Context: an optimization exercise on an open-source flow, tuned for small area. The choices shown serve that exercise and are no tape-out recipe.
At most, simulation tests tie the RTL to the original design; equivalence was not proved.
Function not checked in runs 2 to 5: the RTL went through the layout flow alone.
Power is estimated from default activity; no workload was simulated.

`design.v`:
```
`timescale 1ns / 1ps
module vga_timing(
    input clk,
    input reset,
    output pix_en,
    output reg [9:0] h_pos,
    output reg [9:0] v_pos,
    output reg h_sync,
    output reg v_sync
    );
    reg [1:0] phase;
    assign pix_en = phase[1] & phase[0];
    wire [11:0] hc_inc = {h_pos, phase} + 12'd1;
    wire h_wrap = pix_en & h_pos[9] & h_pos[8] & (&h_pos[4:0]);
    wire [9:0] h_next = hc_inc[11:2] & ~{h_wrap, h_wrap, 2'b00, h_wrap, 5'b00000};
    wire v_last = v_pos[9] & v_pos[3] & v_pos[2];
    wire [9:0] v_inc = v_pos + {9'd0, h_wrap};
    wire vc = h_wrap & v_last;
    wire [9:0] v_next = v_inc & ~{vc, 5'b00000, vc, vc, 1'b0, vc};
    always @(posedge clk or posedge reset)
        if (reset) begin
            phase <= 2'd3;
            h_pos <= 10'd799;
            v_pos <= 10'd524;
            h_sync <= 1'b0;
            v_sync <= 1'b0;
        end
        else begin
            phase <= hc_inc[1:0];
            h_pos <= h_next;
            v_pos <= v_next;
            h_sync <= h_pos[9] & ~h_pos[8] & h_pos[7] & (|h_pos[6:4]) & ~(&h_pos[6:4]);
            v_sync <= (v_pos[8:1] == 8'b11110101);
        end
endmodule
`timescale 1ns / 1ps
module digit_pixel(
    input [3:0] d,
    input rt, ru, rm, rl, rb,
    input cl, cc, cr,
    output p
    );
    wire is1 = d[0] & ~d[1] & ~d[2] & ~d[3];
    wire is4 = d[2] & ~d[1] & ~d[0];
    wire is7 = d[2] & d[1] & d[0];
    wire s_f = d[3] | (d[2] & ~(d[1] & d[0])) | ~(d[2] | d[1] | d[0]);
    wire s_b = ~(d[2] & (d[1] ^ d[0]));
    wire s_e = ~d[0] & (~d[2] | d[1]);
    wire s_c = ~(d[1] & ~d[0] & ~d[2]);
    wire s_g = ~((~d[3] & ~d[2] & ~d[1]) | is7);
    wire s_d = ~(is1 | is4 | is7);
    wire s_a = ~(is1 | is4);
    wire ml = ~(is1 | is7);
    assign p = (cr & (rt | rm | rb | (ru & s_b) | (rl & s_c)))
             | (cl & ((rt & ~is1) | (ru & s_f) | (rm & ml) | (rl & s_e) | (rb & s_d)))
             | (cc & ((rt & s_a) | (rm & s_g) | (rb & s_d)));
endmodule
module glyph_bit(
    input sel_h10, sel_h1, sel_m10, sel_m1, sel_s10, sel_s1, sel_colon, sel_letter,
    input rt, ru, rm, rl, rb,
    input cl, cc, cr,
    input colon_px, letter_px,
    input [3:0] h10, h1, m1, s1,
    input [2:0] m10, s10,
    output bit_o
    );
    wire h10_nz = |h10;
    wire [3:0] d = ({4{sel_h10}} & h10) | ({4{sel_h1}} & h1)
                 | ({4{sel_m10}} & {1'b0, m10}) | ({4{sel_m1}} & m1)
                 | ({4{sel_s10}} & {1'b0, s10}) | ({4{sel_s1}} & s1);
    wire is_digit = (sel_h10 & h10_nz) | sel_h1 | sel_m10 | sel_m1 | sel_s10 | sel_s1;
    wire is_letter = sel_letter | (sel_h10 & ~h10_nz);
    wire dp;
    digit_pixel dpx(.d(d), .rt(rt), .ru(ru), .rm(rm), .rl(rl), .rb(rb),
        .cl(cl), .cc(cc), .cr(cr), .p(dp));
    assign bit_o = (is_digit & dp) | (sel_colon & colon_px) | (is_letter & letter_px);
endmodule
`timescale 1ns / 1ps
module timer_keeper(
    input clk,
    input rst,
    input mode,
    input start,
    input pause,
    output reg [3:0] s1,
    output reg [2:0] s10,
    output reg [3:0] m1,
    output reg [2:0] m10,
    output reg [3:0] h1,
    output reg h10
    );
    reg run;                    
    always @(posedge clk or posedge rst)
        if (rst)
            run <= 1'b0;
        else
            run <= (start & ~run) | (~pause & run);
    wire en = run & mode;
    reg [6:0] base;
    wire tick = en && (base == 7'd49);
    always @(posedge clk or posedge rst)
        if (rst)
            base <= 7'd0;
        else if (en)
            base <= (base == 7'd99) ? 7'd0 : base + 7'd1;
    wire s59 = (s10 == 3'd5) && (s1 == 4'd9);
    wire m59 = (m10 == 3'd5) && (m1 == 4'd9);
    always @(posedge clk or posedge rst)
        if (rst) begin
            s1 <= 4'd0; s10 <= 3'd0;
            m1 <= 4'd0; m10 <= 3'd0;
            h1 <= 4'd0; h10 <= 1'b0;
        end
        else if (tick) begin
            s1 <= (s1 == 4'd9) ? 4'd0 : s1 + 4'd1;
            if (s1 == 4'd9)
                s10 <= (s10 == 3'd5) ? 3'd0 : s10 + 3'd1;
            if (s59) begin
                m1 <= (m1 == 4'd9) ? 4'd0 : m1 + 4'd1;
                if (m1 == 4'd9)
                    m10 <= (m10 == 3'd5) ? 3'd0 : m10 + 3'd1;
                if (m59) begin
                    if (h10 && h1 == 4'd5) begin
                        h1 <= 4'd0; h10 <= 1'b0;
                    end
                    else if (h1 == 4'd9) begin
                        h1 <= 4'd0; h10 <= 1'b1;
                    end
                    else
                        h1 <= h1 + 4'd1;
                end
            end
        end
endmodule
`timescale 1ns / 1ps
module clock_keeper(
    input clk,
    input rst,
    input sec_button,
    input min_button,
    input hour_button,
    output reg [3:0] s1,
    output reg [2:0] s10,
    output reg [3:0] m1,
    output reg [2:0] m10,
    output reg [3:0] h1,
    output reg [1:0] h10
    );
    reg [6:0] base;             
    wire tick = (base == 7'd49);
    always @(posedge clk or posedge rst)
        if (rst)
            base <= 7'd0;
        else
            base <= (base == 7'd99) ? 7'd0 : base + 7'd1;
    reg sb, mb, hb;
    always @(posedge clk)
        if (base == 7'd46) begin
            sb <= sec_button;
            mb <= min_button;
            hb <= hour_button;
        end
    wire s59 = (s10 == 3'd5) && (s1 == 4'd9);
    wire m59 = (m10 == 3'd5) && (m1 == 4'd9);
    wire s_carry = sb ? s1[3] : (s1 == 4'd9);
    wire m_inc = mb | s59;
    wire h_inc = hb | (m59 & s59);
    always @(posedge clk or posedge rst)
        if (rst) begin
            s1 <= 4'd0; s10 <= 3'd0;
            m1 <= 4'd0; m10 <= 3'd0;
            h1 <= 4'd0; h10 <= 2'd0;
        end
        else if (tick) begin
            if (sb)
                s1 <= s1[3] ? {3'b000, s1[0]} : s1 + 4'd2;
            else
                s1 <= (s1 == 4'd9) ? 4'd0 : s1 + 4'd1;
            if (s_carry)
                s10 <= (s10 == 3'd5) ? 3'd0 : s10 + 3'd1;
            if (m_inc) begin
                m1 <= (m1 == 4'd9) ? 4'd0 : m1 + 4'd1;
                if (m1 == 4'd9)
                    m10 <= (m10 == 3'd5) ? 3'd0 : m10 + 3'd1;
            end
            if (h_inc) begin
                if (h10 == 2'd2 && h1 == 4'd3) begin
                    h1 <= 4'd0; h10 <= 2'd0;
                end
                else if (h1 == 4'd9) begin
                    h1 <= 4'd0; h10 <= h10 + 2'd1;
                end
                else
                    h1 <= h1 + 4'd1;
            end
        end
endmodule
`timescale 1ns / 1ps
module overall_top(
    input clk_100MHz,
    input reset,
    input sec_button,
    input min_button,
    input hour_button,
    input start,
    input pause,
    input mode,
    output h_sync,
    output v_sync,
    output [11:0] rgb
    );
    wire pix_en;
    wire [9:0] h_pos, v_pos;
    vga_timing vga(.clk(clk_100MHz), .reset(reset), .pix_en(pix_en),
        .h_pos(h_pos), .v_pos(v_pos), .h_sync(h_sync), .v_sync(v_sync));
    wire [3:0] as1, am1, ah1;
    wire [2:0] as10, am10;
    wire [1:0] ah10;
    clock_keeper ck(.clk(clk_100MHz), .rst(reset & ~mode),
        .sec_button(sec_button), .min_button(min_button), .hour_button(hour_button),
        .s1(as1), .s10(as10), .m1(am1), .m10(am10), .h1(ah1), .h10(ah10));
    wire [3:0] ts1, tm1, th1;
    wire [2:0] ts10, tm10;
    wire th10;
    timer_keeper tk(.clk(clk_100MHz), .rst(reset & mode), .mode(mode),
        .start(start), .pause(pause),
        .s1(ts1), .s10(ts10), .m1(tm1), .m10(tm10), .h1(th1), .h10(th10));
    wire [4:0] slot = h_pos[9:5];
    wire [3:0] row = v_pos[5:2];
    wire [2:0] col = h_pos[4:2];
    wire vband = (v_pos[9:6] == 4'd3);
    wire sel_h10 = (slot == 5'd6), sel_h1 = (slot == 5'd7);
    wire sel_m10 = (slot == 5'd9), sel_m1 = (slot == 5'd10);
    wire sel_s10 = (slot == 5'd12), sel_s1 = (slot == 5'd13);
    wire sel_colon = (slot == 5'd8) | (slot == 5'd11);
    wire sel_letter = (slot == 5'd14);
    wire rt = (row[3:1] == 3'd1), ru = (row[3:1] == 3'd2), rm = (row[3:1] == 3'd3);
    wire rl = (row[3:1] == 3'd4), rb = (row[3:1] == 3'd5);
    wire cl = (col[2:1] == 2'd0), cc = (col >= 3'd2) & (col <= 3'd4), cr = (col == 3'd5) | (col == 3'd6);
    wire colon_px = (ru | rl) & ((col == 3'd3) | (col == 3'd4));
    wire c04 = (col == 3'd0) | (col == 3'd4);
    wire c0to4 = (col <= 3'd4);
    wire a_px = ((row == 4'd7) & (col >= 3'd1) & (col <= 3'd3))
              | (((row == 4'd8) | (row == 4'd10) | (row == 4'd11)) & c04)
              | ((row == 4'd9) & c0to4);
    wire t_px = ((row == 4'd7) & c0to4)
              | ((row >= 4'd8) & (row <= 4'd11) & (col == 3'd2));
    wire letter_px = mode ? t_px : a_px;
    wire nbit_a, nbit_t;
    glyph_bit ga(.sel_h10(sel_h10), .sel_h1(sel_h1), .sel_m10(sel_m10), .sel_m1(sel_m1),
        .sel_s10(sel_s10), .sel_s1(sel_s1), .sel_colon(sel_colon), .sel_letter(sel_letter),
        .rt(rt), .ru(ru), .rm(rm), .rl(rl), .rb(rb), .cl(cl), .cc(cc), .cr(cr),
        .colon_px(colon_px), .letter_px(letter_px),
        .h10({2'b00, ah10}), .h1(ah1), .m10(am10), .m1(am1), .s10(as10), .s1(as1), .bit_o(nbit_a));
    glyph_bit gt(.sel_h10(sel_h10), .sel_h1(sel_h1), .sel_m10(sel_m10), .sel_m1(sel_m1),
        .sel_s10(sel_s10), .sel_s1(sel_s1), .sel_colon(sel_colon), .sel_letter(sel_letter),
        .rt(rt), .ru(ru), .rm(rm), .rl(rl), .rb(rb), .cl(cl), .cc(cc), .cr(cr),
        .colon_px(colon_px), .letter_px(letter_px),
        .h10({3'b000, th10}), .h1(th1), .m10(tm10), .m1(tm1), .s10(ts10), .s1(ts1), .bit_o(nbit_t));
    reg bit_a, bit_t;
    always @(posedge clk_100MHz) begin
        bit_a <= vband & nbit_a;
        bit_t <= vband & nbit_t;
    end
    wire blank_a = sel_h10 && (ah10 == 2'd0);
    wire blank_t = sel_h10 && !th10;
    reg pix_a, pix_t;
    always @(posedge clk_100MHz)
        if (pix_en) begin
            pix_a <= bit_a & vband & ~blank_a;
            pix_t <= bit_t & vband & ~blank_t;
        end
    assign rgb = {12{mode ? pix_t : pix_a}};
endmodule
```
`constraint.sdc`:
```
create_clock -name core_clock -period 10.0 [get_ports {clk_100MHz}]
set_input_delay 2.0000 -clock core_clock [delete_from_list [all_inputs] [get_ports {clk_100MHz}]]
set_output_delay 2.0000 -clock core_clock [all_outputs]
set_load 0.01 [all_outputs]
```
`run.sh`:
```
#!/bin/bash
# synth_recipe.tcl (not shown) runs the flow's synth.tcl, then flattens the netlist and writes it again
# the make line also repeats each setting of config.mk as NAME=value (left out here)
make -C /OpenROAD-flow-scripts/flow DESIGN_CONFIG=/design/flow/config.mk WORK_HOME=/design/flow/orfs CLKGATE_MAP_FILE= SYNTH_SCRIPT=/design/flow/synth_recipe.tcl finish
```
`config.mk`:
```
export PLATFORM = sky130hd
export DESIGN_NAME = overall_top
export DESIGN_NICKNAME = overall_top
export VERILOG_FILES = /design/flow/design.v
export SDC_FILE = /design/flow/constraint.sdc
export NUM_CORES = 4
export LEC_CHECK = 0
export CAP_MARGIN = 20
export CORE_MARGIN = 2
export CORE_UTILIZATION = 40
export SLEW_MARGIN = 20
export SYNTH_MEMORY_MAX_BITS = 16384
```
==> summary.md, run 1 <==
| Metric | Value |
|---|---|
| Status | timing/DRC/antenna clean |
| Layout area overhead | 9.87% |
| Max Cap Viol | 0 |
| Core area | 0.0128 mm^2 |
| Mux cell area share after synthesis | 0.0369 |
| Synthesized netlist cell count | ~580 |
| Post_cts resized | 0 |
| Die X | ~120 um |
| Clk sink count | 85 |
| Syn Area/Cell | 9.10 um^2 |
| Final period utilization | 0.567 |
| Number of CTS-inserted buffers | 9 |
| Worst-path clk slew | ~0.060 ns |
| Synth Register Bits | 85 |
| Slew margin rel. | 0.390 |
| Final wirelength | about 11,000 um |
| Initial core utilization | 0.414 |
| Max IR drop VDD | 80.7 uV |
| Clk root buf | clkbuf_16 |
| Largest net degree at the start of global routing | 28 |
| XOR/XNOR share of the synthesized area | 0.0597 |
| CTS hold repair buffers | 0 |
| Drt drc | 0 |
| Post-Route Utilization | 0.455 |
| Post-Synth Adder-Cell Area | 0.0450 |
| Via count | 4,071 |
| Fmax | between 150 and 200 MHz |
| Netlist cell types | between 70 and 80 |
| Reg2reg start | vga.h_pos[7]$_DFF_PP0_ |
| Gr usage total | 0.165 |
| Fillers | 1,231 |
| Pins Over Slew Limit | 0 |
| Max Root-Sink Buffers | 2 |
| Initial DRT Pass Iterations | 4 |
| Multi-input logic area | 0.00281 mm^2 |
| Number of synthesized flops with an enable pin | 5 |
| CP Capture Type | output port |
| H-tree depth reported by CTS | 3 |
| Min-Delay Startpoint | vga.phase[0]$_DFF_PP1_ |
| DR vias/cell | between 5 and 6 |
| Overall power | roughly 730 uW |
| Worst-path maximum fanout | 12 |
| YS warnings | 4 |
| Most frequent cells in the layout | 67 x nand2_1, 66 x dfrtp_1, 51 x nor2_1 |
| Simple logic cell fraction of the synthesized area | 0.246 |
| Final setup viols | 0 |
| ANT nets after route | 0 |
| Leakage power | roughly 0.0024 uW |
| Clk Latency, worst-skew pair | approximately 0.35 ns |
| Number of antenna diodes | 0 |
| Syn Nets | 608 |
| WL/cell | between 10 and 15 um |
| Post-DP HPWL | between 7000 and 8000 um |
| Largest family of logic cells by synthesized area | simple AND/OR/NAND/NOR gates |
| Required time of the critical path | roughly 8.0 ns |
| Terminus of the critical flop-to-flop path | bit_a$_DFF_P_ |
| Post-synth ARST share | 0.918 |
| Seq/Total Area, Yosys | 0.408 |
| GP Congestion | approximately 0.86 |
| Main synth FF type | dfrtp_1 |
| Vias in the first global route | between 3,000 and 4,000 |
| Layout cells sized above 1 | 0.0772 |
| WHS Path Cells | 1 |
| Power per cell area | about 130 mW/mm^2 |
| Post-Layout Inst Area | slightly below 0.006 mm^2 |
| Worst slew pin tran | a little over 0.9 ns |
| Hold Path Class | reg2reg |
| Compound-Gate Fraction of Synth Area | 0.143 |
| WS Path Type | in2out |
| Final setup skew | 0.00961 ns |
| Final hold violation count | 0 |
| # Post-CTS Setup Buffers | 0 |
| Final period demand of the worst path | 5.67 ns |
| Sequential cell area | between 0.002 and 0.0025 mm^2 |
| Iter 0 DRT Violations | around 200 |
| Hold path endpoint | vga.phase[0]$_DFF_PP1_ |
| Worst Reg2Reg Path Length in Cells | 10 |
| Die Height | around 120 um |
| Placed cell areas | about 0.0055 mm^2 |
| Most common cell after layout, fill and taps aside | nand2_1 |
| Setup WS post-layout | roughly 4.3 ns |
| DIE AREA | between 0.01 and 0.015 mm^2 |
| Unrepaired setup endpoints after global routing | no |
| I/O Buffers | 21 |
| First-pass GRT wire length | roughly 19,000 um |
| Worst reg2reg setup slack | roughly 6.5 ns |
| Initial antenna violation count | 0 |
| Cell area after synthesis | roughly 0.0053 mm^2 |
| WP data arrival | about 3.7 ns |
| CTS tree | built |
| Dpl ws | 4.33 ns |
| # nets final | a little over 600 |
| Startpoint types | primary input |
| Total gr overflow | 0 |
| Io pins | 22 |
| Placement row count | 41 |
| Setup TNS | 0 ns |
-- cells in the mapped netlist (3+ instances only) --
library cell | number | area, um^2
a211oi_1 | 6 | 45.0
a21o_1 | 5 | 37.5
a21oi_1 | 17 | 85.1
a22o_1 | 5 | 43.8
a31oi_1 | 9 | 56.3
and2_1 | 3 | 18.8
and3_1 | 8 | 50.1
and3b_1 | 3 | 26.3
and4_1 | 3 | 26.3
buf_2 | 5 | 25.0
buf_4 | 12 | 90.1
buf_6 | 3 | 33.8
clkbuf_1 | 17 | 63.8
dfrtp_1 | 66 | 1650
dfstp_2 | 12 | 315
edfxtp_1 | 5 | 150
ha_1 | 19 | 238
inv_1 | 29 | 109
mux2_2 | 4 | 45.0
mux2i_1 | 15 | 150
nand2_1 | 67 | 251
nand2b_1 | 10 | 62.6
nand3_1 | 23 | 115
nand3b_1 | 7 | 52.6
nand4_1 | 8 | 50.1
nand4b_1 | 4 | 35.0
nor2_1 | 51 | 191
nor2b_1 | 7 | 43.8
nor3_1 | 17 | 85.1
nor3b_1 | 3 | 22.5
nor4_1 | 3 | 18.8
nor4b_1 | 3 | 26.3
o21ai_0 | 35 | 175
o21ai_1 | 5 | 25.0
o31ai_1 | 4 | 30.0
o32ai_1 | 3 | 26.3
or3_1 | 7 | 43.8
xnor2_1 | 22 | 193
xor2_1 | 14 | 123
-- flip-flops by register name (all words and copies together), names as in the netlist, 2 cells and up --
name,cells
tk.m1,4
ck.m1,4
ck.s10,3
vga.h_pos,10
tk.s1,4
ck.base,7
tk.m10,3
tk.h1,4
vga.phase,2
ck.s1,4
vga.v_pos,10
ck.m10,3
tk.s10,3
tk.base,7
ck.h10,2
ck.h1,4
-- final cells by class --
type	count	area share
Multi-Input combinational cell	429	0.484
Sequential cell	85	0.371
Clock buffer	14	0.0437
Timing Repair Buffer	23	0.0388
Tap cell	172	0.0371
Inverter	30	0.0194
Clock inverter	2	0.00603
-- metrics by stage --
| stage | hold WS, ns | std cells |
|---|---|---|
| detailed placement | 0.450 | 739 |
| floorplan | 0.430 | 581 |
| global route | 0.473 | 755 |
| CTS | 0.464 | 755 |
| global placement | 0.442 | 739 |
| finish | 0.461 | 755 |
-- layer usage --
layer / vias up / global-route usage / wire length (um)
li1: 2029 / - / -
met4: 0 / 0.0729 / 273
met3: 21 / 0.0359 / 380
met5: - / 0 / 0
met1: 1946 / 0.220 / 5320
met2: 75 / 0.258 / 5070
-- cell families (layout without fill, tap and decap cells) --
logic type / after synthesis / after routing
and+or+nand+nor: 244 / 244
adders and majority gates: 19 / 19
DFF: 85 / 85
AOI/OAI and AO/OA: 111 / 111
muxes: 19 / 19
xor gates and xnor gates: 36 / 36
buffers and inverters: 67 / 69
-- worst max path at each step --
stage / to / slack [ns] / from
CTS: rgb[7] / 4.32 / mode
global placement: rgb[0] / 4.36 / mode
floorplan: rgb[10] / 5.23 / mode
global route: rgb[7] / 4.28 / mode
detailed placement: rgb[7] / 4.33 / mode
finish: rgb[7] / 4.33 / mode
-- report_power, final --
| group | internal, uW | switching (uW) | total (uW) |
|---|---|---|---|
| sequential | 356 | 12.4 | 368 |
| combinational | 13.5 | 15.3 | 28.9 |
| clock | 200 | 132 | 332 |
-- worst max-delay path: stages --
cell and delay [ns]:
clkdlybuf4s50_1 0.69, mux2_2 0.47, clkdlybuf4s50_1 0.51
==> run 2: changes to the inputs <==
--- a/design.v
+++ b/design.v
@@ -96,40 +96,45 @@
         else
             run <= (start & ~run) | (~pause & run);
     wire en = run & mode;
-    reg [6:0] base;
-    wire tick = en && (base == 7'd49);
-    always @(posedge clk or posedge rst)
-        if (rst)
-            base <= 7'd0;
-        else if (en)
-            base <= (base == 7'd99) ? 7'd0 : base + 7'd1;
-    wire s59 = (s10 == 3'd5) && (s1 == 4'd9);
-    wire m59 = (m10 == 3'd5) && (m1 == 4'd9);
+    reg [5:0] cnt;
+    reg half;
+    wire cnt_end = en & (&cnt);
+    wire tick = cnt_end & ~half;
+    wire [5:0] cnt_inc = cnt + {5'd0, en};
+    always @(posedge clk or posedge rst)
+        if (rst) begin
+            cnt <= 6'd14;
+            half <= 1'b0;
+        end
+        else begin
+            cnt <= cnt_inc | {2'b00, {3{cnt_end}}, 1'b0};
+            half <= half ^ cnt_end;
+        end
+    wire s59 = s10[2] & s10[0] & s1[3] & s1[0];
+    wire m59 = m10[2] & m10[0] & m1[3] & m1[0];
+    wire ks = tick;
+    wire s1_carry = ks & s1[3] & s1[0];
+    wire [3:0] s1_t = {ks & s1[0] & (s1[3] | (s1[2] & s1[1])), ks & s1[0] & s1[1], ks & s1[0] & ~s1[3], ks};
+    wire [2:0] s10_t = {s1_carry & s10[0] & (s10[1] | s10[2]), s1_carry & s10[0] & ~s10[2], s1_carry};
+    wire km = tick & s59;
+    wire m1_carry = km & m1[3] & m1[0];
+    wire [3:0] m1_t = {km & m1[0] & (m1[3] | (m1[2] & m1[1])), km & m1[0] & m1[1], km & m1[0] & ~m1[3], km};
+    wire [2:0] m10_t = {m1_carry & m10[0] & (m10[1] | m10[2]), m1_carry & m10[0] & ~m10[2], m1_carry};
+    wire kh = km & m59;
+    wire h15 = h10 & h1[2];
+    wire [3:0] h1_t = {kh & h1[0] & (h1[3] | (h1[2] & h1[1])), kh & h1[0] & (h1[1] | h15),
+                       kh & h1[0] & ~h1[3] & ~h15, kh};
+    wire h10_t = kh & h1[0] & (h1[3] | h15);
     always @(posedge clk or posedge rst)
         if (rst) begin
             s1 <= 4'd0; s10 <= 3'd0;
             m1 <= 4'd0; m10 <= 3'd0;
             h1 <= 4'd0; h10 <= 1'b0;
         end
-        else if (tick) begin
-            s1 <= (s1 == 4'd9) ? 4'd0 : s1 + 4'd1;
-            if (s1 == 4'd9)
-                s10 <= (s10 == 3'd5) ? 3'd0 : s10 + 3'd1;
-            if (s59) begin
-                m1 <= (m1 == 4'd9) ? 4'd0 : m1 + 4'd1;
-                if (m1 == 4'd9)
-                    m10 <= (m10 == 3'd5) ? 3'd0 : m10 + 3'd1;
-                if (m59) begin
-                    if (h10 && h1 == 4'd5) begin
-                        h1 <= 4'd0; h10 <= 1'b0;
-                    end
-                    else if (h1 == 4'd9) begin
-                        h1 <= 4'd0; h10 <= 1'b1;
-                    end
-                    else
-                        h1 <= h1 + 4'd1;
-                end
-            end
+        else begin
+            s1 <= s1 ^ s1_t; s10 <= s10 ^ s10_t;
+            m1 <= m1 ^ m1_t; m10 <= m10 ^ m10_t;
+            h1 <= h1 ^ h1_t; h10 <= h10 ^ h10_t;
         end
 endmodule
 `timescale 1ns / 1ps
@@ -146,53 +151,53 @@
     output reg [3:0] h1,
     output reg [1:0] h10
     );
-    reg [6:0] base;             
-    wire tick = (base == 7'd49);
-    always @(posedge clk or posedge rst)
-        if (rst)
-            base <= 7'd0;
-        else
-            base <= (base == 7'd99) ? 7'd0 : base + 7'd1;
+    reg [5:0] cnt;
+    reg half;
+    wire cnt_end = &cnt;
+    wire tick = cnt_end & ~half;
+    wire [5:0] cnt_inc = cnt + 6'd1;
+    always @(posedge clk or posedge rst)
+        if (rst) begin
+            cnt <= 6'd14;
+            half <= 1'b0;
+        end
+        else begin
+            cnt <= cnt_inc | {2'b00, {3{cnt_end}}, 1'b0};
+            half <= half ^ cnt_end;
+        end
     reg sb, mb, hb;
     always @(posedge clk)
-        if (base == 7'd46) begin
+        if (cnt[5] & cnt[4] & cnt[3] & cnt[2] & ~cnt[1] & ~cnt[0]) begin
             sb <= sec_button;
             mb <= min_button;
             hb <= hour_button;
         end
-    wire s59 = (s10 == 3'd5) && (s1 == 4'd9);
-    wire m59 = (m10 == 3'd5) && (m1 == 4'd9);
-    wire s_carry = sb ? s1[3] : (s1 == 4'd9);
-    wire m_inc = mb | s59;
-    wire h_inc = hb | (m59 & s59);
+    wire ks = tick & (sb | s1[0]);
+    wire s1_carry = ks & s1[3];
+    wire [3:0] s1_t = {ks & (s1[3] | (s1[2] & s1[1])), ks & s1[1], ks & ~s1[3], tick & ~sb};
+    wire [2:0] s10_t = {s1_carry & s10[0] & (s10[1] | s10[2]), s1_carry & s10[0] & ~s10[2], s1_carry};
+    wire s59 = s10[2] & s10[0] & s1[3] & s1[0];
+    wire m59 = m10[2] & m10[0] & m1[3] & m1[0];
+    wire km = tick & (mb | s59);
+    wire m1_carry = km & m1[3] & m1[0];
+    wire [3:0] m1_t = {km & m1[0] & (m1[3] | (m1[2] & m1[1])), km & m1[0] & m1[1], km & m1[0] & ~m1[3], km};
+    wire [2:0] m10_t = {m1_carry & m10[0] & (m10[1] | m10[2]), m1_carry & m10[0] & ~m10[2], m1_carry};
+    wire kh = tick & (hb | (m59 & s59));
+    wire h23 = h10[1] & h1[1] & h1[0];
+    wire h1_9 = h1[3] & h1[0];
+    wire [3:0] h1_t = {kh & h1[0] & (h1[3] | (h1[2] & h1[1])), kh & h1[0] & h1[1] & ~h10[1],
+                       kh & h1[0] & ~h1[3], kh};
+    wire [1:0] h10_t = {kh & ((h1_9 & h10[0]) | h23), kh & h1_9};
     always @(posedge clk or posedge rst)
         if (rst) begin
             s1 <= 4'd0; s10 <= 3'd0;
             m1 <= 4'd0; m10 <= 3'd0;
             h1 <= 4'd0; h10 <= 2'd0;
         end
-        else if (tick) begin
-            if (sb)
-                s1 <= s1[3] ? {3'b000, s1[0]} : s1 + 4'd2;
-            else
-                s1 <= (s1 == 4'd9) ? 4'd0 : s1 + 4'd1;
-            if (s_carry)
-                s10 <= (s10 == 3'd5) ? 3'd0 : s10 + 3'd1;
-            if (m_inc) begin
-                m1 <= (m1 == 4'd9) ? 4'd0 : m1 + 4'd1;
-                if (m1 == 4'd9)
-                    m10 <= (m10 == 3'd5) ? 3'd0 : m10 + 3'd1;
-            end
-            if (h_inc) begin
-                if (h10 == 2'd2 && h1 == 4'd3) begin
-                    h1 <= 4'd0; h10 <= 2'd0;
-                end
-                else if (h1 == 4'd9) begin
-                    h1 <= 4'd0; h10 <= h10 + 2'd1;
-                end
-                else
-                    h1 <= h1 + 4'd1;
-            end
+        else begin
+            s1 <= s1 ^ s1_t; s10 <= s10 ^ s10_t;
+            m1 <= m1 ^ m1_t; m10 <= m10 ^ m10_t;
+            h1 <= h1 ^ h1_t; h10 <= h10 ^ h10_t;
         end
 endmodule
 `timescale 1ns / 1ps
==> run 2 against run 1 <==
Effect of this change: still clean; total power increased by 2.9%; synthesized cell count shrank 15%; maximum frequency rose by 3.6%; combinational power hardly changed; critical endpoint is now rgb[9]; largest cell class unchanged; largest power group unchanged.
==> summary.md, run 2 <==
| Metric | Value |
|---|---|
| Status | timing/DRC/antenna clean |
| Post_cts resized | 0 |
| Initial antenna violation count | 0 |
| Startpoint types | primary input |
| Simple logic cell fraction of the synthesized area | 0.221 |
| Syn Nets | 522 |
| Largest registers | vga.h_pos: 10 flops, vga.v_pos: 10 flops |
| Vias in the first global route | between 3,000 and 4,000 |
| Initial DRT Pass Iterations | 4 |
| Max Cap Viol | 0 |
| Gr usage total | 0.162 |
| WS Path Type | in2out |
| GP Congestion | ~0.84 |
| CTS tree | built |
| Die X | 114 um |
| Mux cell area share after synthesis | 0.0300 |
| Hold path endpoint | vga.phase[0]$_DFF_PP1_ |
| Post-synth ARST share | 0.918 |
| Die Height | 114 um |
| Final hold violation count | 0 |
| # Post-CTS Setup Buffers | 0 |
| Seq/Total Area, Yosys | 0.448 |
| Worst-path maximum fanout | 12 |
| Pins Over Slew Limit | 0 |
| H-tree depth reported by CTS | 3 |
| Hold Path Class | reg2reg |
| Clock Power Share | 0.465 |
| Post-route insts no fill | 649 |
| CTS hold repair buffers | 0 |
| Most frequent cell after synthesis | dfrtp_1 |
| Reg2reg start | vga.h_pos[5]$_DFF_PP0_ |
| Core area | 0.0119 mm^2 |
| Largest net degree at the start of global routing | 28 |
| Dpl cells | between 600 and 700 |
| Compound-Gate Fraction of Synth Area | 0.112 |
| CP Capture Type | output port |
| Number of antenna diodes | 0 |
| Sequential cell area | ~0.0022 mm^2 |
| Terminus of the critical flop-to-flop path | bit_a$_DFF_P_ |
| Syn Area/Cell | between 9 and 10 um^2 |
| Post-Synth Adder-Cell Area | 0.0595 |
| ANT nets after route | 0 |
| First-pass GRT wire length | 16,600 um |
| Max IR drop VDD | 75.0 uV |
| Sw Pwr | 163 uW |
| Layout area overhead | 12.2% |
| Final period utilization | 0.547 |
| Layout cells sized above 1 | 0.0956 |
| Worst Reg2Reg Path Length in Cells | 10 |
| Largest area contributor in the netlist | dfrtp_1 |
| Cell area after synthesis | roughly 0.0048 mm^2 |
| Fillers | approximately 1,100 |
| Worst-path clk slew | 0.06 ns |
| Number of CTS-inserted buffers | 9 |
| Power per cell area | 138 mW/mm^2 |
| Drt drc | 0 |
| WHS Path Cells | 1 |
| DIE AREA | around 0.013 mm^2 |
| Setup TNS | 0 ns |
| Io pins | 22 |
| Required time of the critical path | 8.00 ns |
| Number of synthesized flops with an enable pin | 5 |
| Synth cell count leaders | 60 x dfrtp_1, 46 x nand2_1, 31 x xnor2_1 |
| Max Root-Sink Buffers | 2 |
| Slew margin rel. | 0.414 |
| Clk Latency, worst-skew pair | between 0.3 and 0.4 ns |
| Clk sink count | 85 |
| Sequential Power Share | 0.497 |
| Fmax | between 150 and 200 MHz |
| I/O Buffers | 21 |
| Clk root buf | clkbuf_16 |
| Post-DP HPWL | 7100 um |
| YS warnings | 4 |
| Post-synth top area share | 0.310 |
| Iter 0 DRT Violations | roughly 220 |
| Total gr overflow | 0 |
| Placement row count | 40 |
| Worst slew pin tran | about 0.9 ns |
| WP data arrival | 3.47 ns |
| Final setup viols | 0 |
| Comb pwr share | 0.038 |
| Final period demand of the worst path | roughly 5.5 ns |
| Main synth FF type | dfrtp_1 |
| Largest cells by area after synthesis | dfrtp_1 31%, dfstp_2 9.8%, ha_1 6.0% |
| Multi-input logic area | ~0.0024 mm^2 |
| Synthesized netlist cell count | 491 |
| DR vias/cell | approximately 5.5 |
| Min-Delay Startpoint | vga.phase[0]$_DFF_PP1_ |
| # nets final | roughly 530 |
| XOR/XNOR share of the synthesized area | 0.0797 |
| Netlist cell types | ~70 |
| Leakage power | approximately 0.0023 uW |
| Unrepaired setup endpoints after global routing | no |
| Most frequent cells in the layout | 60 x dfrtp_1, 46 x nand2_1, 31 x xnor2_1 |
| WL/cell | 14.9 um |
| Final setup skew | 0.00887 ns |
| Most common cell after layout, fill and taps aside | dfrtp_1 |
| Int Pwr | 587 uW |
| Switching part of the total power | 0.218 |
| Initial core utilization | 0.406 |
| Via count | between 3,000 and 4,000 |
| Worst reg2reg setup slack | between 6 and 7 ns |
| Largest family of logic cells by synthesized area | simple AND/OR/NAND/NOR gates |
| Synth Register Bits | 85 |
| Final wirelength | between 9000 and 10,000 um |
run 2: power groups by stage:
stage | logic, uW | registers [uW] | clock network (uW)
after global routing | 32.8 | 374 | 374
after detailed placement | 29.5 | 379 | 0
after global placement | 26.6 | 378 | 0
after floorplan | 19.5 | 377 | 0
after CTS | 29.8 | 373 | 359
final | 28.7 | 373 | 349
run 2: cells by family after synthesis:
group,Yosys count
AND/OR/NAND/NOR,198
flip-flops,85
AO/OA/AOI/OAI,76
buffers and inverters,51
XOR/XNOR,44
adder cells (fa/ha/maj),23
multiplexers,14
run 2: worst max path at each step:
| stage | start | slack [ns] | depth (start not counted) | to |
|---|---|---|---|---|
| 2_1_floorplan | mode | 5.42 | 2 | rgb[10] |
| 3_3_place_gp | mode | 4.55 | 3 | rgb[2] |
| 3_5_place_dp | mode | 4.52 | 3 | rgb[9] |
| 4_1_cts | mode | 4.51 | 3 | rgb[9] |
| 5_1_grt | mode | 4.46 | 3 | rgb[8] |
| 6_report | mode | 4.53 | 3 | rgb[9] |
run 2: area by class of cell:
type	instances	share of cell area
multi-input combinational	355	0.447
clock buffer	10	0.0461
clock inverter	6	0.0127
sequential	85	0.399
timing repair buffer	23	0.0452
inverter	23	0.0159
tap	147	0.0339
run 2: worst max-delay path: stages:
cell	delay [ns]
clkdlybuf4s50_1	0.53
mux2_2	0.43
clkdlybuf4s50_1	0.51
run 2: stage by stage:
step                      setup WS (ns)   util  area (um^2)  power, uW  hold slack [ns]
after detailed placement           4.52  0.429         5110        409            0.446
after floorplan                    5.42      -         4840        396            0.433
after global routing               4.46  0.455         5430        781            0.468
final                              4.53  0.455         5430        750            0.459
after CTS                          4.51  0.455         5430        762            0.463
after global placement             4.55  0.426         5080        405            0.443
run 2: routing by layer:
metal,up-vias,track usage,wire (um)
li1,1737,-,-
met1,1719,0.217,4630
met2,70,0.253,4430
met3,20,0.0329,347
met4,0,0.0772,253
met5,-,0,0
==> run 3: changes to the inputs <==
--- a/config.mk
+++ b/config.mk
@@ -8,5 +8,7 @@
 export CAP_MARGIN = 20
 export CORE_MARGIN = 2
 export CORE_UTILIZATION = 40
+export CTS_CLUSTER_DIAMETER = 500
+export CTS_CLUSTER_SIZE = 100
 export SLEW_MARGIN = 20
 export SYNTH_MEMORY_MAX_BITS = 16384
==> run 3 against run 2 <==
Effect of this change: via count unchanged; routed wire length stayed put; non-clock buffer count unchanged; clock power about the same; core utilization did not move; maximum frequency did not move; clock skew stayed put; global-route usage unchanged; still clean on timing, DRC and antenna; register-to-register slack is essentially flat; critical endpoint unchanged.
==> summary.md, run 3 <==
| Metric | Value |
|---|---|
| # nets final | 528 |
| WL/cell | between 10 and 15 um |
| Critical path's most frequent cell | clkdlybuf4s50_1 |
| Largest cells by area after synthesis | dfrtp_1 31%, dfstp_2 9.8%, ha_1 6.0% |
| Slowest library cell on the worst path | clkdlybuf4s50_1 |
| GP Congestion | 0.838 |
| Initial core utilization | 0.406 |
| Clock Power Share | 0.465 |
| Main synth FF type | dfrtp_1 |
| Sw Pwr | 163 uW |
| Final period utilization | 0.547 |
| Final hold violation count | 0 |
| Worst reg2reg setup slack | approximately 6.7 ns |
| Terminus of the critical flop-to-flop path | bit_a$_DFF_P_ |
| Initial DRT Pass Iterations | 4 |
| Synthesized netlist cell count | 491 |
| Synth Register Bits | 85 |
| Max Root-Sink Buffers | 2 |
| Seq/Total Area, Yosys | 0.448 |
| Worst-path clk slew | 0.06 ns |
| Placement row count | 40 |
| Slowest stage delay, CP | about 0.53 ns |
| Min-Delay Startpoint | vga.phase[0]$_DFF_PP1_ |
| Unrepaired setup endpoints after global routing | no |
| Post-DP HPWL | about 7000 um |
| Final wirelength | between 9000 and 10,000 um |
| Number of CTS-inserted buffers | 9 |
| Comb pwr share | 0.038 |
| Synth cell count leaders | 60 x dfrtp_1, 46 x nand2_1, 31 x xnor2_1 |
| Power per cell area | ~140 mW/mm^2 |
| Number of antenna diodes | 0 |
| Final period demand of the worst path | between 5 and 6 ns |
| Int Pwr | around 600 uW |
| # Post-CTS Setup Buffers | 0 |
| DIE AREA | ~0.013 mm^2 |
| Max IR drop VDD | between 70 and 80 uV |
| Die Height | approximately 110 um |
| Netlist cell types | 69 |
| Largest area contributor in the netlist | dfrtp_1 |
| Clk root buf | clkbuf_16 |
| Post_cts resized | 0 |
| Core area | around 0.012 mm^2 |
| Switching part of the total power | 0.218 |
| Layout cells sized above 1 | 0.0956 |
| Sequential Power Share | 0.497 |
| Syn Area/Cell | between 9 and 10 um^2 |
| WS Path Type | in2out |
| Worst slew pin tran | roughly 0.9 ns |
| WHS Path Cells | 1 |
| DR vias/cell | around 5.5 |
| Clk Latency, worst-skew pair | roughly 0.35 ns |
| CP Capture Type | output port |
| Gr usage total | 0.162 |
| Hold Path Class | reg2reg |
| CTS tree | built |
| Total gr overflow | 0 |
| I/O Buffers | 21 |
| Layout area overhead | 12.2% |
| Placed cell areas | 0.00511 mm^2 |
| Via count | about 3,500 |
| Final setup skew | 0.00887 ns |
| Family with the most delay on the worst path | buffers and inverters |
| Required time of the critical path | 8.00 ns |
| Largest net degree at the start of global routing | 28 |
| Cell area after synthesis | a little under 0.005 mm^2 |
| CTS hold repair buffers | 0 |
| Crit-path cells | clkdlybuf4s50_1, mux2_2, clkdlybuf4s50_1 |
| Leakage power | approximately 0.0023 uW |
| Most frequent cell after synthesis | dfrtp_1 |
| Worst Reg2Reg Path Length in Cells | 10 |
| Post-route insts no fill | around 650 |
| H-tree depth reported by CTS | 3 |
| Largest registers | vga.h_pos: 10 flops, vga.v_pos: 10 flops |
| Grt met3 use | 0.0329 |
| Post-Layout Inst Area | roughly 0.0054 mm^2 |
| Slew margin rel. | 0.414 |
| Syn Nets | 522 |
| Worst-path maximum fanout | 12 |
| Pins Over Slew Limit | 0 |
| GR peak layer | met2 |
| GR Util met1 | 0.217 |
| Max Cap Viol | 0 |
| Dpl ws | 4.52 ns |
| Clk sink count | 85 |
| Setup TNS | 0 ns |
| ANT nets after route | 0 |
| M2 GR Usage | 0.253 |
| Post-synth ARST share | 0.918 |
| Most common cell after layout, fill and taps aside | dfrtp_1 |
| Post-synth top area share | 0.310 |
| Startpoint types | primary input |
| Final setup viols | 0 |
| Status | timing/DRC/antenna clean |
| Io pins | 22 |
| Initial antenna violation count | 0 |
| YS warnings | 4 |
| WP data arrival | about 3.5 ns |
| Drt drc | 0 |
| Fmax | approximately 180 MHz |
| Number of synthesized flops with an enable pin | 5 |
| Reg2reg start | vga.h_pos[5]$_DFF_PP0_ |
| Worst Path Buf+Inv | 2 |
| Dpl cells | between 600 and 700 |
| Die X | roughly 110 um |
| Most frequent cells in the layout | 60 x dfrtp_1, 46 x nand2_1, 31 x xnor2_1 |
| Hold path endpoint | vga.phase[0]$_DFF_PP1_ |
| First-pass GRT wire length | roughly 17,000 um |
| Vias in the first global route | 3,427 |
| Iter 0 DRT Violations | roughly 220 |
| Setup WS post-layout | ~4.5 ns |
| Hold Slack | around 0.46 ns |
[run 3: cell counts after synthesis]
Identical to the previous run, type by type.
[run 3: layer usage]
metal  vias to the layer above  wire [um]  part of all wire
met1                      1719       4630              0.48
met4                         0        253             0.026
met2                        70       4430              0.46
li1                       1737          -                 -
met5                         -          0                 0
met3                        20        347             0.036
[run 3: final cells by class]
| cell class | instances | area (um^2) |
|---|---|---|
| clock buffers | 10 | 250 |
| clock inverters | 6 | 68.8 |
| fillers | 1137 | 6490 |
| inverters | 23 | 86.3 |
| multi-input cells | 355 | 2430 |
| flip-flops and latches | 85 | 2160 |
| well taps | 147 | 184 |
| repair buffers | 23 | 245 |
[run 3: worst max-delay path by stage]
| stage | start | to | slack [ns] | depth (start not counted) |
|---|---|---|---|---|
| final | mode | rgb[9] | 4.53 | 3 |
| after global routing | mode | rgb[8] | 4.46 | 3 |
| after CTS | mode | rgb[9] | 4.51 | 3 |
| after detailed placement | mode | rgb[9] | 4.52 | 3 |
| after global placement | mode | rgb[2] | 4.55 | 3 |
| after floorplan | mode | rgb[10] | 5.42 | 2 |
[run 3: cell families (layout without fill, tap and decap cells)]
family                   count (synthesis)  count (layout)  synth area share
AND/OR/NAND/NOR                        198             198             0.221
flip-flops                              85              85             0.448
AO/OA/AOI/OAI                           76              76             0.112
buffers and inverters                   51              62            0.0507
XOR/XNOR                                44              44            0.0797
adder cells (fa/ha/maj)                 23              23            0.0595
multiplexers                            14              14            0.0300
[run 3: power by group through the flow]
stage                     sequential (uW)  clock (uW)  combinational [uW]
after floorplan                       377           0                19.5
after global placement                378           0                26.6
after detailed placement              379           0                29.5
after CTS                             373         359                29.8
after global routing                  374         374                32.8
final                                 373         349                28.7
[run 3: per-stage QoR]
step,utilization,power (uW)
6_report,0.455,750
5_1_grt,0.455,781
4_1_cts,0.455,762
3_5_place_dp,0.429,409
3_3_place_gp,0.426,405
2_1_floorplan,-,396
[run 3: worst reg2reg max path, cell delays in order, from the launching register on]
cell       delay (ns)
dfrtp_1          0.89
nor2_1           0.26
and3_4           0.27
a2111oi_4        0.52
ha_1             0.32
nor2_1           0.10
a21oi_1          0.08
nor2_1           0.10
nor3_1           0.05
o41ai_1          0.45
a31oi_1          0.14
==> run 4: changes to the inputs <==
--- a/config.mk
+++ b/config.mk
@@ -8,6 +8,7 @@
 export CAP_MARGIN = 20
 export CORE_MARGIN = 2
 export CORE_UTILIZATION = 40
+export CTS_BUF_LIST = sky130_fd_sc_hd__clkbuf_8
 export CTS_CLUSTER_DIAMETER = 500
 export CTS_CLUSTER_SIZE = 100
 export SLEW_MARGIN = 20
==> run 4 against run 3 <==
Effect of this change: synthesized cell count unchanged; die area stayed put; sequential share of layout area grew 0.72 points; highest routed layer unchanged; first-iteration DRC count shrank 2.2%; critical endpoint unchanged.
==> summary.md, run 4 <==
| Metric | Value |
|---|---|
| Number of synthesized flops with an enable pin | 5 |
| Hold path endpoint | vga.phase[0]$_DFF_PP1_ |
| Number of CTS-inserted buffers | 9 |
| Worst-path maximum fanout | 12 |
| CTS hold repair buffers | 0 |
| Final setup skew | between 0.01 and 0.015 ns |
| Layout cells sized above 1 | 0.0956 |
| Clk sink count | 85 |
| Final setup viols | 0 |
| Seq/Total Area, Yosys | 0.448 |
| Io pins | 22 |
| Worst slew pin tran | 0.882 ns |
| Slew margin rel. | 0.411 |
| Post-synth top area share | 0.310 |
| Min-Delay Startpoint | vga.phase[0]$_DFF_PP1_ |
| DIE AREA | between 0.01 and 0.015 mm^2 |
| Most common cell after layout, fill and taps aside | dfrtp_1 |
| Hold Path Class | reg2reg |
| Power per cell area | between 100 and 150 mW/mm^2 |
| Overall power | between 600 and 700 uW |
| First-pass GRT wire length | 16,600 um |
| Startpoint types | primary input |
| DR vias/cell | around 5.4 |
| Number of antenna diodes | 0 |
| Layout area overhead | 10.2% |
| Dpl ws | approximately 4.5 ns |
| Vias in the first global route | approximately 3,400 |
| Fillers | 1,150 |
| Slowest stage delay, CP | 0.53 ns |
| Pins Over Slew Limit | 0 |
| Reg2reg start | vga.h_pos[5]$_DFF_PP0_ |
| WS Path Type | in2out |
| Final period demand of the worst path | 5.47 ns |
| Post_cts resized | 0 |
| I/O Buffers | 21 |
| Synthesized netlist cell count | between 400 and 500 |
| Total gr overflow | 0 |
| Post-route insts no fill | between 600 and 700 |
| Die X | ~110 um |
| Setup TNS | 0 ns |
| Post-DP HPWL | just over 7000 um |
| Via count | roughly 3,500 |
| Clk root buf | clkbuf_8 |
| Fmax | ~180 MHz |
| WHS Path Cells | 1 |
| Crit-path cells | clkdlybuf4s50_1, mux2_2, clkdlybuf4s50_1 |
| Clk Latency, worst-skew pair | roughly 0.38 ns |
| Unrepaired setup endpoints after global routing | no |
| Die Height | 114 um |
| Leakage power | ~0.0023 uW |
| Synth cell count leaders | 60 x dfrtp_1, 46 x nand2_1, 31 x xnor2_1 |
| Final period utilization | 0.547 |
| Largest net degree at the start of global routing | 28 |
| Core area | 0.0119 mm^2 |
| CP Capture Type | output port |
| Worst Reg2Reg Path Length in Cells | 10 |
| Dpl cells | 633 |
| ANT nets after route | 0 |
| Max IR drop VDD | approximately 73 uV |
| Largest cells by area after synthesis | dfrtp_1 31%, dfstp_2 9.8%, ha_1 6.0% |
| Post-Layout Inst Area | 0.00533 mm^2 |
| Syn Area/Cell | 9.85 um^2 |
| Final hold violation count | 0 |
| Required time of the critical path | roughly 8.0 ns |
| Status | timing/DRC/antenna clean |
| Max Root-Sink Buffers | 2 |
| Main synth FF type | dfrtp_1 |
| Gr usage total | 0.162 |
| Critical path's most frequent cell | clkdlybuf4s50_1 |
| Slowest library cell on the worst path | clkdlybuf4s50_1 |
| # nets final | around 530 |
| Placement row count | 40 |
| YS warnings | 4 |
| Initial DRT Pass Iterations | 5 |
| Worst-path clk slew | approximately 0.090 ns |
| Syn Nets | around 520 |
| Most frequent cells in the layout | 60 x dfrtp_1, 46 x nand2_1, 31 x xnor2_1 |
| Terminus of the critical flop-to-flop path | bit_a$_DFF_P_ |
| Post-synth ARST share | 0.918 |
| # Post-CTS Setup Buffers | 0 |
| Initial core utilization | 0.406 |
| Worst reg2reg setup slack | between 6 and 7 ns |
| Netlist cell types | just under 70 |
| Initial antenna violation count | 0 |
| Max Cap Viol | 0 |
| CTS tree | built |
| WP data arrival | between 3 and 4 ns |
| Drt drc | 0 |
| Most frequent cell after synthesis | dfrtp_1 |
| WL/cell | 14.9 um |
| Setup WS post-layout | roughly 4.5 ns |
| Largest registers | vga.h_pos: 10 flops, vga.v_pos: 10 flops |
| Final wirelength | around 9700 um |
| Synth Register Bits | 85 |
| Largest area contributor in the netlist | dfrtp_1 |
| Cell area after synthesis | ~0.0048 mm^2 |
| GP Congestion | ~0.84 |
| H-tree depth reported by CTS | 3 |
| Iter 0 DRT Violations | between 200 and 250 |
| Placed cell areas | ~0.005 mm^2 |
[run 4: cell counts after synthesis]
Identical to the previous run, type by type.
[run 4: kinds of logic (layout without fill, tap and decap cells)]
kind of cell	after synthesis	after routing	share of synthesized area
buffers and inverters	51	62	0.0507
flip-flops	85	85	0.448
AO/OA/AOI/OAI	76	76	0.112
XOR/XNOR	44	44	0.0797
adder cells (fa/ha/maj)	23	23	0.0595
AND/OR/NAND/NOR	198	198	0.221
multiplexers	14	14	0.0300
[run 4: area by class of cell]
class | count | area [um^2] | share of cell area
clock inverters | 7 | 98.8 | 0.0185
inverters | 23 | 86.3 | 0.0162
multi-input cells | 355 | 2430 | 0.455
repair buffers | 23 | 245 | 0.0460
well taps | 147 | 184 | 0.0345
flip-flops and latches | 85 | 2160 | 0.406
clock buffers | 9 | 124 | 0.0232
[run 4: through the flow]
stage           util  hold slack [ns]
2_1_floorplan      -            0.433
3_3_place_gp   0.426            0.443
3_5_place_dp   0.429            0.446
4_1_cts        0.447            0.470
5_1_grt        0.447            0.475
6_report       0.447            0.466
[run 4: how the worst max path moves through the flow]
stage	start	to	slack [ns]
finish	mode	rgb[9]	4.53
global route	mode	rgb[8]	4.46
CTS	mode	rgb[9]	4.51
detailed placement	mode	rgb[9]	4.52
global placement	mode	rgb[2]	4.55
floorplan	mode	rgb[10]	5.42
[run 4: power by group]
part,switching [uW],total [uW],internal [uW]
combinational,14.9,28.8,13.9
clock,129,271,142
sequential,9.94,372,362
[run 4: per-layer routing]
layer  wire (um)  part of all wire  global-route usage  vias up
met4         225             0.023              0.0740        0
met1        4630              0.48               0.216     1700
li1            -                 -                   -     1739
met2        4470              0.46               0.254       62
met3         351             0.036              0.0345       16
met5           0                 0                   0        -
[run 4: critical path, delay by kind of cell]
family	cells	cell delay, ns
buffers and inverters	2	1.04
multiplexers	1	0.43
==> run 5: changes to the inputs <==
--- a/config.mk
+++ b/config.mk
@@ -9,7 +9,7 @@
 export CORE_MARGIN = 2
 export CORE_UTILIZATION = 40
 export CTS_BUF_LIST = sky130_fd_sc_hd__clkbuf_8
-export CTS_CLUSTER_DIAMETER = 500
-export CTS_CLUSTER_SIZE = 100
+export CTS_CLUSTER_DIAMETER = 200
+export CTS_CLUSTER_SIZE = 30
 export SLEW_MARGIN = 20
 export SYNTH_MEMORY_MAX_BITS = 16384
==> run 5 against run 4 <==
Effect of this change: critical path depth is the same; setup slack is the same; maximum frequency is the same; die area is the same; synthesized area is the same; register-to-register slack is essentially flat; critical path type unchanged; largest cell class unchanged.
==> summary.md, run 5 <==
| Metric | Value |
|---|---|
| YS warnings | 4 |
| Post-Layout Inst Area | 0.00533 mm^2 |
| ANT nets after route | 0 |
| Drt drc | 0 |
| Vias in the first global route | between 3,000 and 4,000 |
| Gr usage total | 0.162 |
| Initial antenna violation count | 0 |
| Final setup skew | 0.0128 ns |
| Syn Nets | between 500 and 600 |
| CP Capture Type | output port |
| Layout area overhead | 10.2% |
| Die X | around 110 um |
| Comb pwr share | 0.043 |
| Post-synth ARST share | 0.918 |
| Clk root buf | clkbuf_8 |
| Post-DP HPWL | between 7000 and 8000 um |
| Io pins | 22 |
| Final hold violation count | 0 |
| GP Congestion | about 0.84 |
| Slew margin rel. | 0.411 |
| Most common cell after layout, fill and taps aside | dfrtp_1 |
| Total gr overflow | 0 |
| Number of antenna diodes | 0 |
| Iter 0 DRT Violations | 219 |
| Clk Latency, worst-skew pair | approximately 0.38 ns |
| Status | timing/DRC/antenna clean |
| Largest net degree at the start of global routing | 28 |
| Unrepaired setup endpoints after global routing | no |
| Die Height | between 100 and 150 um |
| Final period utilization | 0.547 |
| Switching part of the total power | 0.228 |
| Reg2reg start | vga.h_pos[5]$_DFF_PP0_ |
| Synth cell count leaders | 60 x dfrtp_1, 46 x nand2_1, 31 x xnor2_1 |
| Sw Pwr | around 150 uW |
| Syn Area/Cell | about 9.8 um^2 |
| Final period demand of the worst path | 5.47 ns |
| WL/cell | 14.9 um |
| Max IR drop VDD | ~73 uV |
| Overall power | between 600 and 700 uW |
| Post_cts resized | 0 |
| # nets final | ~530 |
| Via count | ~3,500 |
| Core area | around 0.012 mm^2 |
| DR vias/cell | between 5 and 6 |
| Number of CTS-inserted buffers | 9 |
| Final setup viols | 0 |
| Worst-path maximum fanout | 12 |
| Worst slew pin tran | 0.882 ns |
| Required time of the critical path | 8.00 ns |
| Post-Route Utilization | 0.447 |
| Initial DRT Pass Iterations | 5 |
| Min-Delay Startpoint | vga.phase[0]$_DFF_PP1_ |
| Seq/Total Area, Yosys | 0.448 |
| Clock Power Share | 0.403 |
| Final wirelength | between 9000 and 10,000 um |
| Clk sink count | between 80 and 90 |
| Most frequent cell after synthesis | dfrtp_1 |
| Netlist cell types | a little under 70 |
| Post-synth top area share | 0.310 |
| Synthesized netlist cell count | slightly below 500 |
| Initial core utilization | 0.406 |
| CTS hold repair buffers | 0 |
| # Post-CTS Setup Buffers | 0 |
| Synth Register Bits | 85 |
| Placement row count | 40 |
| WP data arrival | roughly 3.5 ns |
| I/O Buffers | 21 |
| CP startpoint | mode |
| Cell area after synthesis | roughly 0.0048 mm^2 |
| Most frequent cells in the layout | 60 x dfrtp_1, 46 x nand2_1, 31 x xnor2_1 |
| H-tree depth reported by CTS | 3 |
| Max Cap Viol | 0 |
| Leakage power | 0.00229 uW |
| Worst-path clk slew | ~0.09 ns |
| WS Path Type | in2out |
| Max Root-Sink Buffers | 2 |
| Hold Path Class | reg2reg |
| Layout cells sized above 1 | 0.0956 |
| Pins Over Slew Limit | 0 |
| First-pass GRT wire length | 16,600 um |
| Largest registers | vga.h_pos: 10 flops, vga.v_pos: 10 flops |
| Fmax | between 150 and 200 MHz |
| DIE AREA | between 0.01 and 0.015 mm^2 |
| Int Pwr | about 520 uW |
| Placed cell areas | a little over 0.005 mm^2 |
| Setup TNS | 0 ns |
| Largest area contributor in the netlist | dfrtp_1 |
| Main synth FF type | dfrtp_1 |
| Power per cell area | roughly 130 mW/mm^2 |
| Startpoint types | primary input |
| Number of synthesized flops with an enable pin | 5 |
| Largest cells by area after synthesis | dfrtp_1 31%, dfstp_2 9.8%, ha_1 6.0% |
| CTS tree | built |
| Sequential Power Share | 0.554 |
[run 5: cell counts after synthesis]
Identical to the previous run, type by type.
[run 5: kinds of logic after synthesis]
group	synth area share
fa+ha+maj	0.0595
compound gates	0.112
mux	0.0300
flops	0.448
buf+inv	0.0507
simple gates	0.221
xor+xnor	0.0797
[run 5: power groups by stage]
stage,Clock [uW],Combinational (uW),Sequential (uW)
final,271,28.8,372
after global routing,294,32.9,374
after CTS,281,29.9,373
after detailed placement,0,29.5,379
after global placement,0,26.6,378
after floorplan,0,19.5,377
[run 5: worst paths after layout]
kind / cells after the start / slack (ns) / endpoint
setup / recovery: 3 / 4.53 / rgb[9]
hold / removal: 1 / 0.47 / vga.phase[0]$_DFF_PP1_
setup reg to reg: 10 / 6.70 / bit_a$_DFF_P_
hold reg to reg: 1 / 0.47 / vga.phase[0]$_DFF_PP1_
max in group asynchronous: 2 / 7.28 / vga.v_pos[7]$_DFF_PP0_
min in group asynchronous: 2 / 2.05 / tk.cnt[5]$_DFF_PP0_
[run 5: area by class of cell]
type,instances,area [um^2]
Clock inverter,7,98.8
Fill cell,1150,6580
Sequential cell,85,2160
Tap cell,147,184
Clock buffer,9,124
Multi-Input combinational cell,355,2430
Inverter,23,86.3
Timing Repair Buffer,23,245
[run 5: stage by stage]
stage / worst slack, ns / hold WS, ns / std cells
after floorplan: 5.42 / 0.433 / 491
after global placement: 4.55 / 0.443 / 632
after detailed placement: 4.52 / 0.446 / 633
after CTS: 4.51 / 0.470 / 649
after global routing: 4.46 / 0.475 / 649
final: 4.53 / 0.466 / 649
[run 5: metal layers]
metal	vias up	global-route usage	routed length, um
met5	-	0	0
met4	0	0.0740	225
met3	16	0.0345	351
met2	62	0.254	4470
met1	1700	0.216	4630
li1	1739	-	-
[run 5: critical path, cell delays in order]
cell	delay, ns
clkdlybuf4s50_1	0.53
mux2_2	0.43
clkdlybuf4s50_1	0.51
==> run 6: changes to the inputs <==
--- a/design.v
+++ b/design.v
@@ -8,25 +8,33 @@
     output reg h_sync,
     output reg v_sync
     );
-    reg [1:0] phase;
-    assign pix_en = phase[1] & phase[0];
-    wire [11:0] hc_inc = {h_pos, phase} + 12'd1;
-    wire h_wrap = pix_en & h_pos[9] & h_pos[8] & (&h_pos[4:0]);
-    wire [9:0] h_next = hc_inc[11:2] & ~{h_wrap, h_wrap, 2'b00, h_wrap, 5'b00000};
-    wire v_last = v_pos[9] & v_pos[3] & v_pos[2];
-    wire [9:0] v_inc = v_pos + {9'd0, h_wrap};
-    wire vc = h_wrap & v_last;
-    wire [9:0] v_next = v_inc & ~{vc, 5'b00000, vc, vc, 1'b0, vc};
+    reg [1:0] phase;            
+    assign pix_en = phase[1] & ~phase[0];
+    wire [10:0] hc;
+    assign hc[0] = pix_en;
+    genvar i;
+    generate for (i = 0; i < 10; i = i + 1) begin : hcarry
+        assign hc[i + 1] = hc[i] & h_pos[i];
+    end endgenerate
+    wire h_wrap = hc[5] & h_pos[9] & h_pos[8];
+    wire [9:0] h_next = (h_pos ^ hc[9:0]) & ~{h_wrap, h_wrap, 2'b00, h_wrap, 5'b00000};
+    wire [10:0] vcy;
+    assign vcy[0] = h_wrap;
+    generate for (i = 0; i < 10; i = i + 1) begin : vcarry
+        assign vcy[i + 1] = vcy[i] & v_pos[i];
+    end endgenerate
+    wire vc = h_wrap & v_pos[9] & v_pos[3] & v_pos[2];
+    wire [9:0] v_next = (v_pos ^ vcy[9:0]) & ~{vc, 5'b00000, vc, vc, 1'b0, vc};
     always @(posedge clk or posedge reset)
         if (reset) begin
-            phase <= 2'd3;
+            phase <= 2'b10;
             h_pos <= 10'd799;
             v_pos <= 10'd524;
             h_sync <= 1'b0;
             v_sync <= 1'b0;
         end
         else begin
-            phase <= hc_inc[1:0];
+            phase <= {phase[0], ~phase[1]};
             h_pos <= h_next;
             v_pos <= v_next;
             h_sync <= h_pos[9] & ~h_pos[8] & h_pos[7] & (|h_pos[6:4]) & ~(&h_pos[6:4]);
@@ -100,7 +108,8 @@
     reg half;
     wire cnt_end = en & (&cnt);
     wire tick = cnt_end & ~half;
-    wire [5:0] cnt_inc = cnt + {5'd0, en};
+    wire [5:0] cc = {5'b11111 & {&cnt[4:0], &cnt[3:0], &cnt[2:0], &cnt[1:0], cnt[0]}, 1'b1} & {6{en}};
+    wire [5:0] cnt_inc = cnt ^ cc;
     always @(posedge clk or posedge rst)
         if (rst) begin
             cnt <= 6'd14;
@@ -155,7 +164,8 @@
     reg half;
     wire cnt_end = &cnt;
     wire tick = cnt_end & ~half;
-    wire [5:0] cnt_inc = cnt + 6'd1;
+    wire [5:0] cc = {&cnt[4:0], &cnt[3:0], &cnt[2:0], &cnt[1:0], cnt[0], 1'b1};
+    wire [5:0] cnt_inc = cnt ^ cc;
     always @(posedge clk or posedge rst)
         if (rst) begin
             cnt <= 6'd14;
--- a/config.mk
+++ b/config.mk
@@ -9,7 +9,5 @@
 export CORE_MARGIN = 2
 export CORE_UTILIZATION = 40
 export CTS_BUF_LIST = sky130_fd_sc_hd__clkbuf_8
-export CTS_CLUSTER_DIAMETER = 200
-export CTS_CLUSTER_SIZE = 30
 export SLEW_MARGIN = 20
 export SYNTH_MEMORY_MAX_BITS = 16384
==> run 6 against run 5 <==
Effect of this change: global-route usage up 0.19 points; clock power down 5%; die area down 2.0%; clock skew down 0.0028 ns; critical path type unchanged; largest power group unchanged.
==> summary.md, run 6 <==
| Metric | Value |
|---|---|
| # nets final | 512 |
| Final period demand of the worst path | 5.62 ns |
| Largest area contributor in the netlist | dfrtp_1 |
| Post-Layout Inst Area | between 0.005 and 0.006 mm^2 |
| Io pins | 22 |
| Largest cells by area after synthesis | dfrtp_1 32%, ha_1 10%, dfstp_2 9.4% |
| Placement row count | 39 |
| Drt drc | 0 |
| WP data arrival | roughly 3.6 ns |
| Clk root buf | clkbuf_8 |
| Synthesized netlist cell count | around 460 |
| Initial antenna violation count | 0 |
| GP Congestion | 0.853 |
| H-tree depth reported by CTS | 3 |
| Netlist cell types | 66 |
| Placed cell areas | 0.00499 mm^2 |
| Iter 0 DRT Violations | ~220 |
| Clk Latency, worst-skew pair | between 0.3 and 0.4 ns |
| Post-synth top area share | 0.322 |
| Final wirelength | between 9000 and 10,000 um |
| Gr usage total | 0.164 |
| Seq/Total Area, Yosys | 0.457 |
| Number of synthesized flops with an enable pin | 5 |
| WL/cell | around 16 um |
| Required time of the critical path | about 8.0 ns |
| CP Capture Type | output port |
| Initial DRT Pass Iterations | 4 |
| ANT nets after route | 0 |
| Die X | 113 um |
| Number of CTS-inserted buffers | 9 |
| Worst slew pin tran | about 0.9 ns |
| Pins Over Slew Limit | 0 |
| Main synth FF type | dfrtp_1 |
| WHS Path Cells | 0 |
| DR vias/cell | approximately 5.4 |
| Cell area after synthesis | between 0.004 and 0.005 mm^2 |
| Worst Reg2Reg Path Length in Cells | 20 |
| Post_cts resized | 0 |
| Fmax | between 150 and 200 MHz |
| Synth Register Bits | 85 |
| Total gr overflow | 0 |
| Post-synth ARST share | 0.918 |
| DIE AREA | 0.0127 mm^2 |
| CP startpoint | mode |
| Power per cell area | approximately 130 mW/mm^2 |
| Worst-path clk slew | roughly 0.070 ns |
| Reg2reg start | vga.phase[1]$_DFF_PP1_ |
| Core area | between 0.01 and 0.015 mm^2 |
| Max Cap Viol | 0 |
| Vias in the first global route | approximately 3,300 |
| Clk sink count | between 80 and 90 |
| Worst-path maximum fanout | 12 |
| Max IR drop VDD | roughly 110 uV |
| Synth cell count leaders | 61 x dfrtp_1, 39 x ha_1, 38 x nand2_1 |
| Largest net degree at the start of global routing | 28 |
| Via count | 3,301 |
| WS Path Type | in2out |
| CTS tree | built |
| Die Height | approximately 110 um |
| Post-DP HPWL | approximately 7000 um |
| First-pass GRT wire length | 16,600 um |
| Final setup viols | 0 |
| Most frequent cell after synthesis | dfrtp_1 |
| Layout area overhead | 9.96% |
| Final period utilization | 0.562 |
| Max Root-Sink Buffers | 2 |
| Final hold violation count | 0 |
| Final setup skew | around 0.010 ns |
| Syn Nets | 503 |
| Slew margin rel. | 0.402 |
| YS warnings | 4 |
| Initial core utilization | 0.413 |
| Min-Delay Startpoint | vga.phase[0]$_DFF_PP0_ |
| Status | timing/DRC/antenna clean |
| Leakage power | about 0.0023 uW |
| # Post-CTS Setup Buffers | 0 |
| Hold Path Class | reg2reg |
| Setup TNS | 0 ns |
| CTS hold repair buffers | 0 |
| Multi-input logic area | ~0.0023 mm^2 |
| Syn Area/Cell | slightly above 10 um^2 |
| Fillers | approximately 1,100 |
| Sequential cell area | ~0.0022 mm^2 |
| Startpoint types | primary input |
| Most frequent cells in the layout | 61 x dfrtp_1, 39 x ha_1, 38 x nand2_1 |
| Largest registers | vga.h_pos: 10 flops, vga.v_pos: 10 flops |
| I/O Buffers | 21 |
| Most common cell after layout, fill and taps aside | dfrtp_1 |
| Number of antenna diodes | 0 |
| Layout cells sized above 1 | 0.0957 |
| Unrepaired setup endpoints after global routing | no |
[run 6: changes by cell type after synthesis, sizes merged, moves of 5 or more]
cell and delta:
ha +16, nand3 -11, nor2 -11, xor2 -10, nand2 -8, o21ai -8, nand2b -6, xnor2 -6
a211oi +5, inv +5
[run 6: area by class of cell]
type                            count  share of cell area
Clock inverter                      4             0.00889
Multi-Input combinational cell    318               0.445
Timing Repair Buffer               23              0.0447
Clock buffer                       12              0.0317
Tap cell                          143              0.0344
Sequential cell                    85               0.416
Inverter                           28              0.0202
[run 6: metrics by stage]
step | std cells | worst slack (ns) | util | power [uW] | hold WS, ns
4_1_cts | 613 | 4.34 | 0.454 | 670 | 0.391
5_1_grt | 613 | 4.30 | 0.454 | 686 | 0.405
3_3_place_gp | 596 | 4.38 | 0.434 | 406 | 0.366
3_5_place_dp | 597 | 4.35 | 0.436 | 409 | 0.366
2_1_floorplan | 456 | 5.42 | - | 397 | 0.355
6_report | 613 | 4.38 | 0.454 | 658 | 0.392
[run 6: worst paths after layout]
| kind | to | slack [ns] |
|---|---|---|
| max | rgb[6] | 4.38 |
| min | vga.phase[1]$_DFF_PP1_ | 0.39 |
| max reg2reg | vga.v_pos[9]$_DFF_PP1_ | 6.35 |
| min reg2reg | vga.phase[1]$_DFF_PP1_ | 0.39 |
| max in group asynchronous | vga.h_pos[7]$_DFF_PP0_ | 7.21 |
| min in group asynchronous | tk.run$_DFF_PP0_ | 2.04 |
[run 6: per-layer routing]
layer / vias up / wire length (um) / global-route usage
met1: 1603 / 4670 / 0.231
met3: 10 / 345 / 0.0359
met5: - / 0 / 0
li1: 1630 / - / -
met2: 58 / 4490 / 0.253
met4: 0 / 132 / 0.0545
[run 6: cells by family (layout without fill, tap and decap cells)]
group	count (synthesis)	in the layout	share of synthesized area
mux	11	11	0.0238
simple gates	162	162	0.189
fa+ha+maj	39	39	0.103
buf+inv	53	67	0.0542
flops	85	85	0.457
xor+xnor	28	28	0.0518
compound gates	78	78	0.121
[run 6: power breakdown]
| group | switching (uW) | internal (uW) |
|---|---|---|
| clock | 121 | 135 |
| combinational | 16.1 | 14.1 |
| sequential | 8.64 | 363 |
| total | 146 | 512 |
[run 6: critical path, cell delays in order]
cell,delay (ns)
clkdlybuf4s50_1,0.65
mux2_2,0.46
clkdlybuf4s50_1,0.51

## port drivers added, routing unchanged
How much do the figures lean on ideal ports? The routed layouts below were timed once more, with nothing changed but the port constraints.
Step 1, drivers: a clkbuf_16 drives clk_100MHz and a buf_2 each remaining input, both assumed.
Step 2 times the ports against the registers' clock, not the clock port: input delays grow and output delays shrink by t, the midpoint of the rising clock arrivals with the driver on.
a / b / c = no drivers / after step 1 / after step 2; a / b = the first two.
| run | shift t [ns] | setup slack, ns | slew at the worst register clock pin (ns) | cell pins on the clock port's net |
|---|---|---|---|---|
| run 1 | 0.380 | 4.330 / 4.303 / 4.303 | 0.06 / 0.06 | 1 |
| run 2 | 0.379 | 4.527 / 4.498 / 4.498 | 0.07 / 0.07 | 1 |
| run 3 | 0.379 | 4.527 / 4.498 / 4.498 | 0.07 / 0.07 | 1 |
| run 4 | 0.401 | 4.526 / 4.497 / 4.497 | 0.09 / 0.09 | 1 |
| run 5 | 0.401 | 4.526 / 4.497 / 4.497 | 0.09 / 0.09 | 1 |
| run 6 | 0.396 | 4.376 / 4.351 / 4.351 | 0.09 / 0.09 | 1 |
After both steps every run listed still meets setup and hold.
